This design comes from an exercise in tuning for small area and a short achievable clock period on the open sky130 flow, not from production work.
In this exercise RTL edits were held to simulation tests only and were not proved equivalent to the original.
The flow treats the clock pin as an ideal source, which a real chip does not have.

v47:
## bbtronenhancedCPU
module bbtronenhancedCPU (clock, reset, switches, instr_addr, instr_data, wire_out1, wire_out2, wire_out3, wire_negative);
  input clock;
  input reset;
  input [15:0] switches;
  output [15:0] instr_addr;
  input [31:0] instr_data;
  output [6:0] wire_out1;
  output [6:0] wire_out2;
  output [6:0] wire_out3;
  output wire_negative;
  reg [15:0] pc;
  wire [5:0] op = instr_data[31:26];
  wire [4:0] rs = instr_data[25:21];
  wire [4:0] rt = instr_data[20:16];
  wire [4:0] rd = instr_data[15:11];
  wire [4:0] sh = instr_data[10:6];
  wire [15:0] imm = instr_data[15:0];
  wire o_add  = op == 6'h00;
  wire o_sub  = op == 6'h01;
  wire o_and  = op == 6'h02;
  wire o_or   = op == 6'h03;
  wire o_xor  = op == 6'h04;
  wire o_slt  = op == 6'h05;
  wire o_mul  = op == 6'h06;
  wire o_div  = op == 6'h07;
  wire o_rem  = op == 6'h08;
  wire o_beq  = op == 6'h09;
  wire o_bne  = op == 6'h0A;
  wire o_addi = op == 6'h0B;
  wire o_subi = op == 6'h0C;
  wire o_inc  = op == 6'h0D;
  wire o_dec  = op == 6'h0E;
  wire o_lw   = op == 6'h0F;
  wire o_sw   = op == 6'h10;
  wire o_not  = op == 6'h11;
  wire o_sll  = op == 6'h12;
  wire o_srl  = op == 6'h13;
  wire o_lwi  = op == 6'h14;
  wire o_in   = op == 6'h15;
  wire o_out  = op == 6'h16;
  wire o_j    = op == 6'h17;
  wire o_halt = op == 6'h18;
  wire o_jal  = op == 6'h1A;
  wire o_jr   = op == 6'h1B;
  wire o_blt  = op == 6'h1C;
  wire o_ble  = op == 6'h1D;
  wire o_bgt  = op == 6'h1E;
  wire o_bge  = op == 6'h1F;
  wire o_mov  = op == 6'h20;
  wire o_la   = op == 6'h21;
  wire rtype = op <= 6'h08;
  wire wr = rtype | o_addi | o_subi | o_inc | o_dec | o_lw | o_not | o_sll | o_srl |
            o_lwi | o_in | o_jal | o_mov | o_la;
  wire [4:0] wa = (rtype | o_jal) ? rd : rt;
  wire [31:0] rv [0:31];
  wire [31:0] mv [0:31];
  assign rv[0] = 32'd0;
  reg [31:0] A, B, mrd;
  integer k;
  always @(*) begin
    A = 32'd0;
    B = 32'd0;
    for (k = 1; k < 32; k = k + 1) begin
      A = A | (rv[k] & {32{rs == k}});
      B = B | (rv[k] & {32{rt == k}});
    end
  end
  wire cmp = o_sub | o_slt | o_beq | o_blt | o_ble | o_bgt | o_bge;
  wire [15:0] ins = o_in ? switches : imm;
  wire [31:0] simm = {{16{ins[15]}}, ins};
  wire useB = o_add | cmp;
  ...
Size in the first run: ~14000 cells after synthesis, roughly 2000 flip-flops, about 88 I/O pins, roughly 130000 µm² of cells after synthesis.
export LEC_CHECK = 0
export ABC_AREA = 1
export CAP_MARGIN = 20
export CORE_MARGIN = 2
export CORE_UTILIZATION = 45
export PLACE_DENSITY = 0.65
export SLEW_MARGIN = 20
create_clock -name core_clock -period 140.0 [get_ports {clock}]
standard.sh (not shown) runs the stock make flow with config.mk's settings and CLKGATE_MAP_FILE= SYNTH_SCRIPT=/design/flow/synth_recipe.tcl, a recipe that flattens the netlist after the stock synthesis.
==> flow/flow/run.sh <==
#!/bin/bash
# The standard layout (standard.sh) with one extra step: after clock tree
# synthesis, flow/post_cts.tcl runs a further setup repair pass (ORFS's
# POST_CTS_TCL hook). Each tool's output goes to a log file in this folder.
set -euo pipefail
here=$(pwd)
export POST_CTS_TCL="$here/flow/post_cts.tcl"
bash standard.sh synth > "$here/standard_synth.log" 2>&1
bash standard.sh > "$here/standard_layout.log" 2>&1
==> flow/flow/post_cts.tcl <==
# Extra setup repair after CTS. The design's clock period leaves positive
# slack, so ORFS's own repair pass stops at once; this one keeps resizing and
# buffering the critical paths until they gain the margin below (or no move
# helps), then legalises the placement again. Only resizing and buffering:
# no pin swaps, gate clones or buffer removal, so the netlist keeps the
# synthesized logic structure gate for gate.
if { [env_var_exists_and_non_empty DONT_USE_CELLS] } {
  set_dont_use $::env(DONT_USE_CELLS)
}
estimate_parasitics -placement
report_worst_slack -max
repair_timing -setup -setup_margin 80 -repair_tns 0 -skip_pin_swap -skip_gate_cloning -skip_buffer_removal -verbose
detailed_placement
check_placement -verbose
estimate_parasitics -placement
report_worst_slack -max
report_worst_slack -min
## Diff of input files: v31 against v47
Settings: a change of CORE_UTILIZATION from 45 to 40; a change of PLACE_DENSITY from 0.65 to 0.6.
==> flow/flow/post_cts.tcl <==
# Extra setup repair after CTS. The design's clock period leaves positive
# slack, so ORFS's own repair pass stops at once; this one keeps resizing and
# buffering the critical paths until they gain the margin below (or no move
# helps), then legalises the placement again.
if { [env_var_exists_and_non_empty DONT_USE_CELLS] } {
  set_dont_use $::env(DONT_USE_CELLS)
}
estimate_parasitics -placement
report_worst_slack -max
repair_timing -setup -setup_margin 80 -repair_tns 0 -verbose
detailed_placement
check_placement -verbose
estimate_parasitics -placement
report_worst_slack -max
report_worst_slack -min
As of v31, per-cell routed wire length had fallen slightly compared to v47. Die area: higher on v31. The width of the chip of v31 is higher than that of v47. v47 has higher routed wire length than v31. Note that the number of placement rows recorded for v31 amounts to 1.06 times the value seen in v47. Relative to v47, the final estimated routing congestion in global placement of v31 is lower by 4.5%.
Input changes introduced in v32 (baseline for comparison: v31):
==> flow/flow/post_cts.tcl <==
if { [env_var_exists_and_non_empty DONT_USE_CELLS] } {
  set_dont_use $::env(DONT_USE_CELLS)
}
estimate_parasitics -placement
report_worst_slack -max
repair_timing -setup -setup_margin 53 -repair_tns 0 -skip_pin_swap -skip_gate_cloning -skip_buffer_removal -verbose
detailed_placement
check_placement -verbose
estimate_parasitics -placement
report_worst_slack -max
report_worst_slack -min
Notes after the runs:
- Summary of v32 over v31: count of inverters other than clock inverters in the layout went down, number of fill cells in the layout lower.
What v1 does differently from v32 at the input level:
==> flow/run.sh (new file) <==
#!/bin/bash
# synth_recipe.tcl (not shown) runs the flow's synth.tcl, then flattens the netlist and writes it again
# the make line also repeats each setting of config.mk as NAME=value (left out here)
make -C /OpenROAD-flow-scripts/flow DESIGN_CONFIG=/design/flow/config.mk WORK_HOME=/design/flow/orfs CLKGATE_MAP_FILE= SYNTH_SCRIPT=/design/flow/synth_recipe.tcl finish
removed: flow/flow/run.sh
removed: flow/flow/post_cts.tcl
removed: flow/standard.sh
--- outcome ---
- Against v32, number of signal-net buffers in the layout in v1 fell by more than a quarter.
- Actual slew at the worst max-slew pin on v1 is up relative to v32.
- Measured against v1, the final area of v32 comes out at 1.06 times the reference value.

## port drivers added, routing unchanged
In the flow no input, the clock included, has a driving cell. The finished layouts below were timed again as built, in two steps. Step 1 (the two cells are an assumption about what drives the block):
set clk [get_ports {clock}]
set_driving_cell -lib_cell sky130_fd_sc_hd__clkbuf_16 $clk
set_driving_cell -lib_cell sky130_fd_sc_hd__buf_2 [delete_from_list [all_inputs] $clk]
Step 2 times the ports against the registers' clock, not the clock port: input delays grow and output delays shrink by t, the midpoint of the rising clock arrivals with the driver on. Slacks: no drivers / after step 1 / after step 2; pairs: no drivers / after step 1.
run | t, ns | setup slack, ns | slew at the worst register clock pin (ns) | worst data-port slew with drivers (ns)
v47 | 0.977 | 50.700 / 50.716 / 49.739 | 0.07 / 0.07 | 0.29
v31 | 0.932 | 49.374 / 49.411 / 48.479 | 0.07 / 0.07 | 0.26
v32 | 0.932 | 50.507 / 50.552 / 49.620 | 0.07 / 0.07 | 0.27
v1 | 0.924 | 28.994 / 29.035 / 28.110 | 0.07 / 0.07 | 0.26
After both steps every run listed still meets setup and hold. The setup slack of v47, which loses most, moves by +0.016 ns with the drivers and by -0.961 ns with both steps.
